Source: an optimization exercise on an open RTL-to-GDS flow (aim: small area). Production flows keep margins and buffers that such runs may drop.
The RTL was checked by simulation tests, not by an equivalence proof against the original design.

== v36 ==
Design fp_adder_tree, start of the top module:
module fp_adder_tree #(
    parameter int unsigned N = 8
) (
    input clk,
    input rst_n,
    input            in_valid,
    input [32*N-1:0] fp_in,
    output           out_valid,
    output [31:0]    out
);
logic [N-1:0][7:0]  e;
logic [N-1:0][5:0]  rl;
logic [N-1:0]       keep;
logic [7:0]         xn;
always_comb
    for (int i = 0; i < N; i++) e[i] = fp_in[32*i+23 +: 8];
logic [N-1:0]       hid;
exp_max exp_max_inst (.e(e), .xn(xn), .rl(rl), .keep(keep), .hid(hid));
logic [N-1:0][23:0] m_r;
logic [N-1:0]       s_r;
logic [N-1:0][5:0]  rl_r;
logic [N-1:0]       keep_r;
logic [7:0]         xn_r;
logic               valid_r;
always_ff @(posedge clk) begin
    for (int i = 0; i < N; i++) begin
        m_r[i]  <= {hid[i], fp_in[32*i +: 23]};
        s_r[i]  <= fp_in[32*i+31];
    end
    rl_r <= rl;
    keep_r <= keep;
    xn_r <= xn;
end
logic               allneg;
logic [N-1:0]       sp;
logic [N-1:0][46:0] u;
logic [2:0]         pc;
logic [50:0]        sum_x, sum_y, t;
assign allneg = &s_r;
assign sp     = {s_r[N-1] & ~allneg, s_r[N-2:0]};
for (genvar i = 0; i < N; i++) begin : g_align
    align align_inst (.s(s_r[i]), .m(m_r[i]), .rl(rl_r[i]), .keep(keep_r[i]), .u(u[i]));
end
popcount7 pc_inst (.s(sp), .pc(pc));
csa_tree  csa_inst (.u(u), .pc(pc), .allneg(allneg), .x(sum_x), .y(sum_y));
cpa51     cpa_inst (.a(sum_x[49:0]), .b(sum_y[49:0]), .ci(pc[0]), .s(t));
logic [50:0] t_r;
logic [7:0]  xn_r2;
logic        allneg_r2;
logic        valid_r2;
always_ff @(posedge clk) begin
    t_r       <= t;
    xn_r2     <= xn_r;
    allneg_r2 <= allneg;
end
always_ff @(posedge clk) begin
    if (!rst_n) begin
        valid_r  <= 1'b0;
        valid_r2 <= 1'b0;
    end else begin
        valid_r  <= in_valid;
        valid_r2 <= valid_r;
    end
end
fp32_converter conv_inst (
    .t      (t_r),
    .xn     (xn_r2),
    .allneg (allneg_r2),
    .fp32   (out)
);
assign out_valid = valid_r2;
endmodule
clock: 8.5 ns
lec_check: 0
cap_margin: 20
core_margin: 2
core_utilization: 40
cts_cluster_diameter: 100
cts_cluster_size: 30
slew_margin: 20
synth_hierarchical: 1
standard.sh (not shown) runs the stock make flow with config.mk's settings and CLKGATE_MAP_FILE= SYNTH_SCRIPT=/design/flow/synth_recipe.tcl, a recipe that flattens the netlist after the stock synthesis.
==> flow/flow/run.sh <==
#!/bin/bash
# Standard layout, with two changes: the port buffers that the standard flow
# puts on every input and output are buf_1 cells instead of the default, and
# timing-driven global placement does not keep the buffers its timing
# estimate inserts (timing is repaired after clock tree synthesis instead).
set -euo pipefail
export BUFFER_PORTS_ARGS="-buffer_cell sky130_fd_sc_hd__buf_1"
export GPL_KEEP_OVERFLOW=0
bash standard.sh > standard.log 2>&1
The inputs of v6 differ from those of v36 as listed below.
Settings: CORE_UTILIZATION now 50, was 40.
diff --git a/flow/flow/run.sh b/flow/flow/run.sh
--- a/flow/flow/run.sh
+++ b/flow/flow/run.sh
@@ -4,2 +4,2 @@
-# timing-driven global placement does not keep the buffers its timing
-# estimate inserts (timing is repaired after clock tree synthesis instead).
+# clock tree synthesis clusters up to 20 sinks on a clkbuf_8 and adds no
+# dummy loads at the leaves of the clock tree.
@@ -8 +8 @@
-export GPL_KEEP_OVERFLOW=0
+export CTS_ARGS="-sink_clustering_enable -repair_clock_nets -sink_clustering_size 20 -sink_clustering_max_diameter 80 -sink_clustering_buffer sky130_fd_sc_hd__clkbuf_8 -dont_use_dummy_load"
v6: no failed stages, no open violations at the end. Setup skew after layout: v6 > v36. [compare] base=v36 new=v6: last weighted congestion value of the routability-driven placer saw an increase; HPWL after detailed placement saw an increase. v6 vs v36, detailed-route via count went up by about 1.1%.
Edits applied to the flow inputs when going from v6 to v8:
Settings: CORE_UTILIZATION changed from 50 to 40.
diff --git a/flow/flow/run.sh b/flow/flow/run.sh
--- a/flow/flow/run.sh
+++ b/flow/flow/run.sh
@@ -4,2 +4 @@
-# clock tree synthesis clusters up to 20 sinks on a clkbuf_8 and adds no
-# dummy loads at the leaves of the clock tree.
+# clock tree synthesis adds no dummy loads at the leaves of the clock tree.
--- outcome ---
v8 went all the way through the flow, and no timing, DRC or antenna check failed.
In the metrics for v6 and v8, the one carrying the higher floorplan die width is v8.
Placed standard-cell area (lower): v6
Taking v8 over v6, the final-layout clock buffer total ratio works out to 0.923.
#### Input delta (v46 over v8)
diff --git a/flow/flow/run.sh b/flow/flow/run.sh
--- a/flow/flow/run.sh
+++ b/flow/flow/run.sh
@@ -7 +7 @@
-export CTS_ARGS="-sink_clustering_enable -repair_clock_nets -sink_clustering_size 20 -sink_clustering_max_diameter 80 -sink_clustering_buffer sky130_fd_sc_hd__clkbuf_8 -dont_use_dummy_load"
+export CTS_ARGS="-sink_clustering_enable -repair_clock_nets -sink_clustering_size 30 -sink_clustering_max_diameter 100 -dont_use_dummy_load"
==> comparison <==
- The final reports for v46 and v8 show final clock skew lower in the former.
- As far as post-placement cell area is concerned, v8 and v46 perform about the same.
- v8 and v46 ended up with nearly the same portion of the clock cycle consumed by the worst path in the final layout.
- Any difference in final layout net count between v8 and v46 is small enough to ignore.
- Non-clock buffer count: v46 vs v8 identical
- Summary of v46 over v8: detailed route wirelength on metal2 essentially unchanged; multi-input logic portion of the cell area decreased 0.21 points.

-- afterwards: timing with drivers on the ports --
How much do the figures lean on ideal ports? The routed layouts below were timed once more, with nothing changed but the port constraints.
Step 1 assumes that a clkbuf_16 drives the clock port and a buf_2 every other input.
Step 2 also shifts input and output timing later by t, the mid clock arrival at the registers, as if the neighbouring blocks saw the same clock.
Three values: ideal ports, drivers, drivers and shift; two values: the first two.
| run | t (ns) | slack for setup (ns) | pins driven straight from the clock port |
|---|---|---|---|
| v36 | 0.631 | 0.218 / 0.261 / -0.371 | 1 |
| v6 | 0.592 | 0.477 / 0.522 / -0.070 | 1 |
| v8 | 0.603 | 0.443 / 0.374 / -0.073 | 1 |
| v46 | 0.625 | 0.441 / 0.386 / -0.013 | 1 |
Met with ideal ports but missed after step 2: setup timing in every run listed. The setup slack of v36, which loses most, moves by +0.043 ns with the drivers and by -0.589 ns with both steps.
